This design comes from an exercise in tuning for small area on the open sky130 flow, not from production work.
Only simulation tests tie the RTL to the original design; equivalence was not proved.

==> inputs of build 74 <==
// top
module top(input clk,
           input rst_n,
           input weight_select,
           input [7:0] fmaps_in1,
           input [7:0] fmaps_in2,
           input [7:0] fmaps_in3,
           input [7:0] fmaps_in4,
           input [7:0] fmaps_in5,
           input [7:0] fmaps_in6,
           input [7:0] fmaps_in7,
           input [7:0] weight_in1,
           input [7:0] weight_in2,
           input [7:0] weight_in3,
           input [7:0] weight_in4,
           input [7:0] weight_in5,
           output [1:0] cs,
           output [1:0] we,
           output [4:0] fmaps_addr,
           output [5:0] weight_addr,
           output valid,
           output signed [20:0] acc);
Settings: LEC_CHECK=0, CAP_MARGIN=20, CORE_MARGIN=2, CORE_UTILIZATION=65, SLEW_MARGIN=20, SYNTH_HIERARCHICAL=1, SYNTH_MINIMUM_KEEP_SIZE=0; clock period 7.0 ns.
standard.sh (not shown) runs the stock make flow with config.mk's settings and CLKGATE_MAP_FILE= SYNTH_SCRIPT=/design/flow/synth_recipe.tcl, a recipe that flattens the netlist after the stock synthesis.
==> flow/flow/run.sh <==
#!/bin/bash
# The standard synthesis and layout (the standard.sh), with two changes:
# the input and output ports are buffered with sky130_fd_sc_hd__buf_1
# instead of the placer's default buffer cell, and clock tree synthesis
# uses larger sink clusters and no dummy loads.  Each step's output goes to
# a log file of its own in this folder.
set -euo pipefail
bash standard.sh synth > synth.log 2>&1
export BUFFER_PORTS_ARGS="-buffer_cell sky130_fd_sc_hd__buf_1"
export CTS_ARGS="-sink_clustering_enable -repair_clock_nets -dont_use_dummy_load -sink_clustering_size 30 -sink_clustering_max_diameter 100"
bash standard.sh finish > layout.log 2>&1
==> trial 77: changes against build 74 <==
--- a/flow/design.v
+++ b/flow/design.v
@@ -771,13 +771,13 @@
     fa us419 (.a(s413), .b(c372), .c(s415), .s(s419), .co(c420));
     wire s421;
     wire c422;
     fa us421 (.a(c374), .b(s417), .c(s419), .s(s421), .co(c422));
     wire s423;
     wire c424;
-    fa us423 (.a(c376), .b(s421), .c(c378), .s(s423), .co(c424));
+    ha us423 (.a(c376), .b(s421), .s(s423), .co(c424));
     wire s425;
     wire c426;
     fa us425 (.a(base[8]), .b(b109), .c(b116), .s(s425), .co(c426));
     wire s427;
     wire c428;
     fa us427 (.a(b123), .b(b130), .c(b145), .s(s427), .co(c428));
@@ -840,13 +840,13 @@
     fa us465 (.a(s459), .b(s461), .c(c418), .s(s465), .co(c466));
     wire s467;
     wire c468;
     fa us467 (.a(c420), .b(s463), .c(s465), .s(s467), .co(c468));
     wire s469;
     wire c470;
-    ha us469 (.a(c422), .b(s467), .s(s469), .co(c470));
+    fa us469 (.a(c422), .b(s467), .c(c424), .s(s469), .co(c470));
     wire s471;
     wire c472;
     fa us471 (.a(base[9]), .b(b117), .c(b124), .s(s471), .co(c472));
     wire s473;
     wire c474;
     fa us473 (.a(b131), .b(b153), .c(b160), .s(s473), .co(c474));
@@ -999,13 +999,13 @@
     fa us571 (.a(c538), .b(s567), .c(c540), .s(s571), .co(c572));
     wire s573;
     wire c574;
     fa us573 (.a(s569), .b(c542), .c(s571), .s(s573), .co(c574));
     wire s575;
     wire c576;
-    fa us575 (.a(c544), .b(s573), .c(c546), .s(s575), .co(c576));
+    ha us575 (.a(c544), .b(s573), .s(s575), .co(c576));
     wire s577;
     wire c578;
     fa us577 (.a(base[12]), .b(b127), .c(b134), .s(s577), .co(c578));
     wire s579;
     wire c580;
     fa us579 (.a(b163), .b(b170), .c(b199), .s(s579), .co(c580));
@@ -1038,13 +1038,13 @@
     fa us597 (.a(s593), .b(c568), .c(c570), .s(s597), .co(c598));
     wire s599;
     wire c600;
     fa us599 (.a(s595), .b(c572), .c(s597), .s(s599), .co(c600));
     wire s601;
     wire c602;
-    fa us601 (.a(c574), .b(s599), .c(c576), .s(s601), .co(c602));
+    ha us601 (.a(c574), .b(s599), .s(s601), .co(c602));
     wire s603;
     wire c604;
     fa us603 (.a(base[13]), .b(b135), .c(b171), .s(s603), .co(c604));
     wire s605;
     wire c606;
     fa us605 (.a(b207), .b(b99), .c(p56), .s(s605), .co(c606));
@@ -1086,27 +1086,27 @@
     fa us629 (.a(s625), .b(c612), .c(s627), .s(s629), .co(c630));
     wire s631;
     wire c632;
     fa us631 (.a(c614), .b(s629), .c(c616), .s(s631), .co(c632));
     wire s633;
     wire c634;
-    fa us633 (.a(c618), .b(s631), .c(c620), .s(s633), .co(c634));
+    ha us633 (.a(c618), .b(s631), .s(s633), .co(c634));
     wire s635;
     wire c636;
     fa us635 (.a(base[15]), .b(c622), .c(c624), .s(s635), .co(c636));
     wire s637;
     wire c638;
     fa us637 (.a(c626), .b(s635), .c(c628), .s(s637), .co(c638));
     wire s639;
     wire c640;
     fa us639 (.a(c630), .b(s637), .c(c632), .s(s639), .co(c640));
     wire s641;
     wire c642;
     fa us641 (.a(base[16]), .b(c636), .c(c638), .s(s641), .co(c642));
-    wire [20:0] ra = {base[20], base[19], base[18], base[17], c640, c634, s633, c602, s601, s575, c510, c470, c424, s423, s377, s333, s299, s267, s245, s225, s213};
-    wire [20:0] rb = {1'b0, 1'b0, 1'b0, c642, s641, s639, 1'b0, s619, 1'b0, 1'b0, s545, s509, s469, 1'b0, 1'b0, 1'b0, 1'b0, 1'b0, 1'b0, 1'b0, s215};
+    wire [20:0] ra = {base[20], base[19], base[18], base[17], c640, c634, c620, c602, c576, c546, c510, c470, s469, c378, s377, s333, s299, s267, s245, s225, s213};
+    wire [20:0] rb = {1'b0, 1'b0, 1'b0, c642, s641, s639, s633, s619, s601, s575, s545, s509, 1'b0, s423, 1'b0, 1'b0, 1'b0, 1'b0, 1'b0, 1'b0, s215};
     assign sum = ra + rb;
 endmodule
 module mac_col2(input [3:0] ex2_one,
     input [3:0] ex2_two,
     input [3:0] ex2_neg,
     input [7:0] W1,
@@ -1784,13 +1784,13 @@
     fa us375 (.a(s369), .b(c334), .c(s371), .s(s375), .co(c376));
     wire s377;
     wire c378;
     fa us377 (.a(s373), .b(c336), .c(s375), .s(s377), .co(c378));
     wire s379;
     wire c380;
-    fa us379 (.a(c338), .b(s377), .c(c340), .s(s379), .co(c380));
+    ha us379 (.a(c338), .b(s377), .s(s379), .co(c380));
     wire s381;
     wire c382;
     fa us381 (.a(base[8]), .b(b102), .c(b117), .s(s381), .co(c382));
     wire s383;
     wire c384;
     fa us383 (.a(b124), .b(b131), .c(b138), .s(s383), .co(c384));
@@ -1844,13 +1844,13 @@
     fa us415 (.a(s409), .b(s411), .c(c374), .s(s415), .co(c416));
     wire s417;
     wire c418;
     fa us417 (.a(c376), .b(s413), .c(s415), .s(s417), .co(c418));
     wire s419;
     wire c420;
-    ha us419 (.a(c378), .b(s417), .s(s419), .co(c420));
+    fa us419 (.a(c378), .b(s417), .c(c380), .s(s419), .co(c420));
     wire s421;
     wire c422;
     fa us421 (.a(base[9]), .b(b103), .c(b125), .s(s421), .co(c422));
     wire s423;
     wire c424;
     fa us423 (.a(b132), .b(b139), .c(b161), .s(s423), .co(c424));
@@ -1982,13 +1982,13 @@
     fa us507 (.a(c478), .b(s503), .c(c480), .s(s507), .co(c508));
     wire s509;
     wire c510;
     fa us509 (.a(s505), .b(c482), .c(s507), .s(s509), .co(c510));
     wire s511;
     wire c512;
-    fa us511 (.a(c484), .b(s509), .c(c486), .s(s511), .co(c512));
+    ha us511 (.a(c484), .b(s509), .s(s511), .co(c512));
     wire s513;
     wire c514;
     fa us513 (.a(base[12]), .b(b106), .c(b135), .s(s513), .co(c514));
     wire s515;
     wire c516;
     fa us515 (.a(b142), .b(b171), .c(b178), .s(s515), .co(c516));
@@ -2039,13 +2039,13 @@
     fa us545 (.a(c526), .b(s541), .c(c528), .s(s545), .co(c546));
     wire s547;
     wire c548;
     fa us547 (.a(s543), .b(c530), .c(s545), .s(s547), .co(c548));
     wire s549;
     wire c550;
-    fa us549 (.a(s547), .b(c532), .c(c534), .s(s549), .co(c550));
+    ha us549 (.a(s547), .b(c532), .s(s549), .co(c550));
     wire s551;
     wire c552;
     fa us551 (.a(base[14]), .b(b108), .c(b144), .s(s551), .co(c552));
     wire s553;
     wire c554;
     fa us553 (.a(b180), .b(b72), .c(c536), .s(s553), .co(c554));
@@ -2070,14 +2070,14 @@
     wire s567;
     wire c568;
     fa us567 (.a(c560), .b(s565), .c(c562), .s(s567), .co(c568));
     wire s569;
     wire c570;
     fa us569 (.a(base[16]), .b(c564), .c(c566), .s(s569), .co(c570));
-    wire [20:0] ra = {base[20], base[19], base[18], base[17], c568, s567, c550, s549, c512, s511, s485, c420, c380, s379, s339, s299, s269, s239, s219, s199, s189};
-    wire [20:0] rb = {1'b0, 1'b0, 1'b0, c570, s569, 1'b0, s561, 1'b0, s533, 1'b0, 1'b0, s453, s419, 1'b0, 1'b0, 1'b0, 1'b0, 1'b0, 1'b0, 1'b0, 1'b0};
+    wire [20:0] ra = {base[20], base[19], base[18], base[17], c568, s567, c550, c534, c512, c486, s485, c420, s419, c340, s339, s299, s269, s239, s219, s199, s189};
+    wire [20:0] rb = {1'b0, 1'b0, 1'b0, c570, s569, 1'b0, s561, s549, s533, s511, 1'b0, s453, 1'b0, s379, 1'b0, 1'b0, 1'b0, 1'b0, 1'b0, 1'b0, 1'b0};
     assign sum = ra + rb;
 endmodule
 module mac_col3(input [3:0] ex3_one,
     input [3:0] ex3_two,
     input [3:0] ex3_neg,
     input [7:0] W1,
@@ -2755,13 +2755,13 @@
     fa us375 (.a(s369), .b(c334), .c(s371), .s(s375), .co(c376));
     wire s377;
     wire c378;
     fa us377 (.a(s373), .b(c336), .c(s375), .s(s377), .co(c378));
     wire s379;
     wire c380;
-    fa us379 (.a(c338), .b(s377), .c(c340), .s(s379), .co(c380));
+    ha us379 (.a(c338), .b(s377), .s(s379), .co(c380));
     wire s381;
     wire c382;
     fa us381 (.a(base[8]), .b(b102), .c(b117), .s(s381), .co(c382));
     wire s383;
     wire c384;
     fa us383 (.a(b124), .b(b131), .c(b138), .s(s383), .co(c384));
@@ -2815,13 +2815,13 @@
     fa us415 (.a(s409), .b(s411), .c(c374), .s(s415), .co(c416));
     wire s417;
     wire c418;
     fa us417 (.a(c376), .b(s413), .c(s415), .s(s417), .co(c418));
     wire s419;
     wire c420;
-    ha us419 (.a(c378), .b(s417), .s(s419), .co(c420));
+    fa us419 (.a(c378), .b(s417), .c(c380), .s(s419), .co(c420));
     wire s421;
     wire c422;
     fa us421 (.a(base[9]), .b(b103), .c(b125), .s(s421), .co(c422));
     wire s423;
     wire c424;
     fa us423 (.a(b132), .b(b139), .c(b161), .s(s423), .co(c424));
@@ -2953,13 +2953,13 @@
     fa us507 (.a(c478), .b(s503), .c(c480), .s(s507), .co(c508));
     wire s509;
     wire c510;
     fa us509 (.a(s505), .b(c482), .c(s507), .s(s509), .co(c510));
     wire s511;
     wire c512;
-    fa us511 (.a(c484), .b(s509), .c(c486), .s(s511), .co(c512));
+    ha us511 (.a(c484), .b(s509), .s(s511), .co(c512));
     wire s513;
     wire c514;
     fa us513 (.a(base[12]), .b(b106), .c(b135), .s(s513), .co(c514));
     wire s515;
     wire c516;
     fa us515 (.a(b142), .b(b171), .c(b178), .s(s515), .co(c516));
@@ -3010,13 +3010,13 @@
     fa us545 (.a(c526), .b(s541), .c(c528), .s(s545), .co(c546));
     wire s547;
     wire c548;
     fa us547 (.a(s543), .b(c530), .c(s545), .s(s547), .co(c548));
     wire s549;
     wire c550;
-    fa us549 (.a(s547), .b(c532), .c(c534), .s(s549), .co(c550));
+    ha us549 (.a(s547), .b(c532), .s(s549), .co(c550));
     wire s551;
     wire c552;
     fa us551 (.a(base[14]), .b(b108), .c(b144), .s(s551), .co(c552));
     wire s553;
     wire c554;
     fa us553 (.a(b180), .b(b72), .c(c536), .s(s553), .co(c554));
@@ -3041,14 +3041,14 @@
     wire s567;
     wire c568;
     fa us567 (.a(c560), .b(s565), .c(c562), .s(s567), .co(c568));
     wire s569;
     wire c570;
     fa us569 (.a(base[16]), .b(c564), .c(c566), .s(s569), .co(c570));
-    wire [20:0] ra = {base[20], base[19], base[18], base[17], c568, s567, c550, s549, c512, s511, s485, c420, c380, s379, s339, s299, s269, s239, s219, s199, s189};
-    wire [20:0] rb = {1'b0, 1'b0, 1'b0, c570, s569, 1'b0, s561, 1'b0, s533, 1'b0, 1'b0, s453, s419, 1'b0, 1'b0, 1'b0, 1'b0, 1'b0, 1'b0, 1'b0, 1'b0};
+    wire [20:0] ra = {base[20], base[19], base[18], base[17], c568, s567, c550, c534, c512, c486, s485, c420, s419, c340, s339, s299, s269, s239, s219, s199, s189};
+    wire [20:0] rb = {1'b0, 1'b0, 1'b0, c570, s569, 1'b0, s561, s549, s533, s511, 1'b0, s453, 1'b0, s379, 1'b0, 1'b0, 1'b0, 1'b0, 1'b0, 1'b0, 1'b0};
     assign sum = ra + rb;
 endmodule
 module top(input clk,
            input rst_n,
            input weight_select,
            input [7:0] fmaps_in1,
==> trial 49: changes against build 74 <==
--- a/flow/design.v
+++ b/flow/design.v
@@ -702,13 +702,13 @@
     fa us373 (.a(s367), .b(c328), .c(s369), .s(s373), .co(c374));
     wire s375;
     wire c376;
     fa us375 (.a(c330), .b(s371), .c(s373), .s(s375), .co(c376));
     wire s377;
     wire c378;
-    fa us377 (.a(c332), .b(s375), .c(c334), .s(s377), .co(c378));
+    ha us377 (.a(c332), .b(s375), .s(s377), .co(c378));
     wire s379;
     wire c380;
     fa us379 (.a(base[7]), .b(c336), .c(b108), .s(s379), .co(c380));
     wire s381;
     wire c382;
     fa us381 (.a(b115), .b(b122), .c(b129), .s(s381), .co(c382));
@@ -771,13 +771,13 @@
     fa us419 (.a(s413), .b(c372), .c(s415), .s(s419), .co(c420));
     wire s421;
     wire c422;
     fa us421 (.a(c374), .b(s417), .c(s419), .s(s421), .co(c422));
     wire s423;
     wire c424;
-    fa us423 (.a(c376), .b(s421), .c(c378), .s(s423), .co(c424));
+    ha us423 (.a(c376), .b(s421), .s(s423), .co(c424));
     wire s425;
     wire c426;
     fa us425 (.a(base[8]), .b(b109), .c(b116), .s(s425), .co(c426));
     wire s427;
     wire c428;
     fa us427 (.a(b123), .b(b130), .c(b145), .s(s427), .co(c428));
@@ -999,13 +999,13 @@
     fa us571 (.a(c538), .b(s567), .c(c540), .s(s571), .co(c572));
     wire s573;
     wire c574;
     fa us573 (.a(s569), .b(c542), .c(s571), .s(s573), .co(c574));
     wire s575;
     wire c576;
-    fa us575 (.a(c544), .b(s573), .c(c546), .s(s575), .co(c576));
+    ha us575 (.a(c544), .b(s573), .s(s575), .co(c576));
     wire s577;
     wire c578;
     fa us577 (.a(base[12]), .b(b127), .c(b134), .s(s577), .co(c578));
     wire s579;
     wire c580;
     fa us579 (.a(b163), .b(b170), .c(b199), .s(s579), .co(c580));
@@ -1038,13 +1038,13 @@
     fa us597 (.a(s593), .b(c568), .c(c570), .s(s597), .co(c598));
     wire s599;
     wire c600;
     fa us599 (.a(s595), .b(c572), .c(s597), .s(s599), .co(c600));
     wire s601;
     wire c602;
-    fa us601 (.a(c574), .b(s599), .c(c576), .s(s601), .co(c602));
+    ha us601 (.a(c574), .b(s599), .s(s601), .co(c602));
     wire s603;
     wire c604;
     fa us603 (.a(base[13]), .b(b135), .c(b171), .s(s603), .co(c604));
     wire s605;
     wire c606;
     fa us605 (.a(b207), .b(b99), .c(p56), .s(s605), .co(c606));
@@ -1086,27 +1086,27 @@
     fa us629 (.a(s625), .b(c612), .c(s627), .s(s629), .co(c630));
     wire s631;
     wire c632;
     fa us631 (.a(c614), .b(s629), .c(c616), .s(s631), .co(c632));
     wire s633;
     wire c634;
-    fa us633 (.a(c618), .b(s631), .c(c620), .s(s633), .co(c634));
+    ha us633 (.a(c618), .b(s631), .s(s633), .co(c634));
     wire s635;
     wire c636;
     fa us635 (.a(base[15]), .b(c622), .c(c624), .s(s635), .co(c636));
     wire s637;
     wire c638;
     fa us637 (.a(c626), .b(s635), .c(c628), .s(s637), .co(c638));
     wire s639;
     wire c640;
     fa us639 (.a(c630), .b(s637), .c(c632), .s(s639), .co(c640));
     wire s641;
     wire c642;
     fa us641 (.a(base[16]), .b(c636), .c(c638), .s(s641), .co(c642));
-    wire [20:0] ra = {base[20], base[19], base[18], base[17], c640, c634, s633, c602, s601, s575, c510, c470, c424, s423, s377, s333, s299, s267, s245, s225, s213};
-    wire [20:0] rb = {1'b0, 1'b0, 1'b0, c642, s641, s639, 1'b0, s619, 1'b0, 1'b0, s545, s509, s469, 1'b0, 1'b0, 1'b0, 1'b0, 1'b0, 1'b0, 1'b0, s215};
+    wire [20:0] ra = {base[20], base[19], base[18], base[17], c640, c634, c620, c602, c576, c546, c510, c470, c424, c378, c334, s333, s299, s267, s245, s225, s213};
+    wire [20:0] rb = {1'b0, 1'b0, 1'b0, c642, s641, s639, s633, s619, s601, s575, s545, s509, s469, s423, s377, 1'b0, 1'b0, 1'b0, 1'b0, 1'b0, s215};
     assign sum = ra + rb;
 endmodule
 module mac_col2(input [3:0] ex2_one,
     input [3:0] ex2_two,
     input [3:0] ex2_neg,
     input [7:0] W1,
@@ -1724,13 +1724,13 @@
     fa us335 (.a(s329), .b(s331), .c(c294), .s(s335), .co(c336));
     wire s337;
     wire c338;
     fa us337 (.a(c296), .b(s333), .c(s335), .s(s337), .co(c338));
     wire s339;
     wire c340;
-    fa us339 (.a(c298), .b(s337), .c(c300), .s(s339), .co(c340));
+    ha us339 (.a(c298), .b(s337), .s(s339), .co(c340));
     wire s341;
     wire c342;
     fa us341 (.a(base[7]), .b(c302), .c(b101), .s(s341), .co(c342));
     wire s343;
     wire c344;
     fa us343 (.a(b116), .b(b123), .c(b130), .s(s343), .co(c344));
@@ -1784,13 +1784,13 @@
     fa us375 (.a(s369), .b(c334), .c(s371), .s(s375), .co(c376));
     wire s377;
     wire c378;
     fa us377 (.a(s373), .b(c336), .c(s375), .s(s377), .co(c378));
     wire s379;
     wire c380;
-    fa us379 (.a(c338), .b(s377), .c(c340), .s(s379), .co(c380));
+    ha us379 (.a(c338), .b(s377), .s(s379), .co(c380));
     wire s381;
     wire c382;
     fa us381 (.a(base[8]), .b(b102), .c(b117), .s(s381), .co(c382));
     wire s383;
     wire c384;
     fa us383 (.a(b124), .b(b131), .c(b138), .s(s383), .co(c384));
@@ -1943,13 +1943,13 @@
     fa us481 (.a(c446), .b(s477), .c(c448), .s(s481), .co(c482));
     wire s483;
     wire c484;
     fa us483 (.a(s479), .b(c450), .c(s481), .s(s483), .co(c484));
     wire s485;
     wire c486;
-    fa us485 (.a(c452), .b(s483), .c(c454), .s(s485), .co(c486));
+    ha us485 (.a(c452), .b(s483), .s(s485), .co(c486));
     wire s487;
     wire c488;
     fa us487 (.a(base[11]), .b(b105), .c(b134), .s(s487), .co(c488));
     wire s489;
     wire c490;
     fa us489 (.a(b141), .b(b170), .c(b177), .s(s489), .co(c490));
@@ -1982,13 +1982,13 @@
     fa us507 (.a(c478), .b(s503), .c(c480), .s(s507), .co(c508));
     wire s509;
     wire c510;
     fa us509 (.a(s505), .b(c482), .c(s507), .s(s509), .co(c510));
     wire s511;
     wire c512;
-    fa us511 (.a(c484), .b(s509), .c(c486), .s(s511), .co(c512));
+    ha us511 (.a(c484), .b(s509), .s(s511), .co(c512));
     wire s513;
     wire c514;
     fa us513 (.a(base[12]), .b(b106), .c(b135), .s(s513), .co(c514));
     wire s515;
     wire c516;
     fa us515 (.a(b142), .b(b171), .c(b178), .s(s515), .co(c516));
@@ -2039,13 +2039,13 @@
     fa us545 (.a(c526), .b(s541), .c(c528), .s(s545), .co(c546));
     wire s547;
     wire c548;
     fa us547 (.a(s543), .b(c530), .c(s545), .s(s547), .co(c548));
     wire s549;
     wire c550;
-    fa us549 (.a(s547), .b(c532), .c(c534), .s(s549), .co(c550));
+    ha us549 (.a(s547), .b(c532), .s(s549), .co(c550));
     wire s551;
     wire c552;
     fa us551 (.a(base[14]), .b(b108), .c(b144), .s(s551), .co(c552));
     wire s553;
     wire c554;
     fa us553 (.a(b180), .b(b72), .c(c536), .s(s553), .co(c554));
@@ -2066,18 +2066,18 @@
     fa us563 (.a(base[15]), .b(c552), .c(c554), .s(s563), .co(c564));
     wire s565;
     wire c566;
     fa us565 (.a(c556), .b(s563), .c(c558), .s(s565), .co(c566));
     wire s567;
     wire c568;
-    fa us567 (.a(c560), .b(s565), .c(c562), .s(s567), .co(c568));
+    ha us567 (.a(c560), .b(s565), .s(s567), .co(c568));
     wire s569;
     wire c570;
     fa us569 (.a(base[16]), .b(c564), .c(c566), .s(s569), .co(c570));
-    wire [20:0] ra = {base[20], base[19], base[18], base[17], c568, s567, c550, s549, c512, s511, s485, c420, c380, s379, s339, s299, s269, s239, s219, s199, s189};
-    wire [20:0] rb = {1'b0, 1'b0, 1'b0, c570, s569, 1'b0, s561, 1'b0, s533, 1'b0, 1'b0, s453, s419, 1'b0, 1'b0, 1'b0, 1'b0, 1'b0, 1'b0, 1'b0, 1'b0};
+    wire [20:0] ra = {base[20], base[19], base[18], base[17], c568, c562, c550, c534, c512, c486, c454, c420, c380, c340, c300, s299, s269, s239, s219, s199, s189};
+    wire [20:0] rb = {1'b0, 1'b0, 1'b0, c570, s569, s567, s561, s549, s533, s511, s485, s453, s419, s379, s339, 1'b0, 1'b0, 1'b0, 1'b0, 1'b0, 1'b0};
     assign sum = ra + rb;
 endmodule
 module mac_col3(input [3:0] ex3_one,
     input [3:0] ex3_two,
     input [3:0] ex3_neg,
     input [7:0] W1,
@@ -2695,13 +2695,13 @@
     fa us335 (.a(s329), .b(s331), .c(c294), .s(s335), .co(c336));
     wire s337;
     wire c338;
     fa us337 (.a(c296), .b(s333), .c(s335), .s(s337), .co(c338));
     wire s339;
     wire c340;
-    fa us339 (.a(c298), .b(s337), .c(c300), .s(s339), .co(c340));
+    ha us339 (.a(c298), .b(s337), .s(s339), .co(c340));
     wire s341;
     wire c342;
     fa us341 (.a(base[7]), .b(c302), .c(b101), .s(s341), .co(c342));
     wire s343;
     wire c344;
     fa us343 (.a(b116), .b(b123), .c(b130), .s(s343), .co(c344));
@@ -2755,13 +2755,13 @@
     fa us375 (.a(s369), .b(c334), .c(s371), .s(s375), .co(c376));
     wire s377;
     wire c378;
     fa us377 (.a(s373), .b(c336), .c(s375), .s(s377), .co(c378));
     wire s379;
     wire c380;
-    fa us379 (.a(c338), .b(s377), .c(c340), .s(s379), .co(c380));
+    ha us379 (.a(c338), .b(s377), .s(s379), .co(c380));
     wire s381;
     wire c382;
     fa us381 (.a(base[8]), .b(b102), .c(b117), .s(s381), .co(c382));
     wire s383;
     wire c384;
     fa us383 (.a(b124), .b(b131), .c(b138), .s(s383), .co(c384));
@@ -2914,13 +2914,13 @@
     fa us481 (.a(c446), .b(s477), .c(c448), .s(s481), .co(c482));
     wire s483;
     wire c484;
     fa us483 (.a(s479), .b(c450), .c(s481), .s(s483), .co(c484));
     wire s485;
     wire c486;
-    fa us485 (.a(c452), .b(s483), .c(c454), .s(s485), .co(c486));
+    ha us485 (.a(c452), .b(s483), .s(s485), .co(c486));
     wire s487;
     wire c488;
     fa us487 (.a(base[11]), .b(b105), .c(b134), .s(s487), .co(c488));
     wire s489;
     wire c490;
     fa us489 (.a(b141), .b(b170), .c(b177), .s(s489), .co(c490));
@@ -2953,13 +2953,13 @@
     fa us507 (.a(c478), .b(s503), .c(c480), .s(s507), .co(c508));
     wire s509;
     wire c510;
     fa us509 (.a(s505), .b(c482), .c(s507), .s(s509), .co(c510));
     wire s511;
     wire c512;
-    fa us511 (.a(c484), .b(s509), .c(c486), .s(s511), .co(c512));
+    ha us511 (.a(c484), .b(s509), .s(s511), .co(c512));
     wire s513;
     wire c514;
     fa us513 (.a(base[12]), .b(b106), .c(b135), .s(s513), .co(c514));
     wire s515;
     wire c516;
     fa us515 (.a(b142), .b(b171), .c(b178), .s(s515), .co(c516));
@@ -3010,13 +3010,13 @@
     fa us545 (.a(c526), .b(s541), .c(c528), .s(s545), .co(c546));
     wire s547;
     wire c548;
     fa us547 (.a(s543), .b(c530), .c(s545), .s(s547), .co(c548));
     wire s549;
     wire c550;
-    fa us549 (.a(s547), .b(c532), .c(c534), .s(s549), .co(c550));
+    ha us549 (.a(s547), .b(c532), .s(s549), .co(c550));
     wire s551;
     wire c552;
     fa us551 (.a(base[14]), .b(b108), .c(b144), .s(s551), .co(c552));
     wire s553;
     wire c554;
     fa us553 (.a(b180), .b(b72), .c(c536), .s(s553), .co(c554));
@@ -3037,18 +3037,18 @@
     fa us563 (.a(base[15]), .b(c552), .c(c554), .s(s563), .co(c564));
     wire s565;
     wire c566;
     fa us565 (.a(c556), .b(s563), .c(c558), .s(s565), .co(c566));
     wire s567;
     wire c568;
-    fa us567 (.a(c560), .b(s565), .c(c562), .s(s567), .co(c568));
+    ha us567 (.a(c560), .b(s565), .s(s567), .co(c568));
     wire s569;
     wire c570;
     fa us569 (.a(base[16]), .b(c564), .c(c566), .s(s569), .co(c570));
-    wire [20:0] ra = {base[20], base[19], base[18], base[17], c568, s567, c550, s549, c512, s511, s485, c420, c380, s379, s339, s299, s269, s239, s219, s199, s189};
-    wire [20:0] rb = {1'b0, 1'b0, 1'b0, c570, s569, 1'b0, s561, 1'b0, s533, 1'b0, 1'b0, s453, s419, 1'b0, 1'b0, 1'b0, 1'b0, 1'b0, 1'b0, 1'b0, 1'b0};
+    wire [20:0] ra = {base[20], base[19], base[18], base[17], c568, c562, c550, c534, c512, c486, c454, c420, c380, c340, c300, s299, s269, s239, s219, s199, s189};
+    wire [20:0] rb = {1'b0, 1'b0, 1'b0, c570, s569, s567, s561, s549, s533, s511, s485, s453, s419, s379, s339, 1'b0, 1'b0, 1'b0, 1'b0, 1'b0, 1'b0};
     assign sum = ra + rb;
 endmodule
 module top(input clk,
            input rst_n,
            input weight_select,
            input [7:0] fmaps_in1,
==> notes <==
Trial 49 ran to the end with no violations. Build 74 completed with no timing, DRC or antenna violations. Trial 77 ran to the end with no violations.
Global-route usage: trial 49 > build 74 > trial 77.
In trial 49 the utilization is higher than in build 74, by 0.13 points.
In trial 77 the setup slack is lower than in trial 49, by 0.036 ns.
Cell area: trial 49 > build 74 > trial 77.
Against trial 49, the first-iteration DRC count of trial 77 is smaller by about 25%.
Between build 74 and trial 49, the lower routed wire length is in build 74 (gap 7.9%, measured against trial 49).

[afterwards: timing with drivers on the ports]
In the flow no input, the clock included, has a driving cell. The finished layouts below were timed again as built, in two steps.
Step 1 (the two cells are an assumption about what drives the block):
set clk [get_ports {clk}]
set_driving_cell -lib_cell sky130_fd_sc_hd__clkbuf_16 $clk
set_driving_cell -lib_cell sky130_fd_sc_hd__buf_2 [delete_from_list [all_inputs] $clk]
Step 2, shift: input delay + t, output delay - t, t = (earliest + latest rising clock arrival at the registers) / 2. This alone moves slack from input paths to output paths.
a / b / c = ideal ports / drivers / drivers and shift; a / b = the first two.
run | shift t [ns] | setup WS [ns] | worst hold slack (ns) | worst setup path at the end | pins driven straight from the clock port
build 74 | 0.619 | 0.140 / 0.140 / -0.193 | 0.300 / 0.300 / 0.300 | input to register | 1
trial 77 | 0.621 | 0.142 / 0.142 / -0.022 | 0.333 / 0.333 / 0.333 | input to register | 1
trial 49 | 0.619 | 0.178 / 0.178 / -0.033 | 0.286 / 0.286 / 0.286 | input to register | 1
With both steps, setup timing fails in every run listed, where it was met with ideal ports. The setup slack of build 74, which loses most, moves by 0.000 ns with the drivers and by -0.333 ns with both steps.
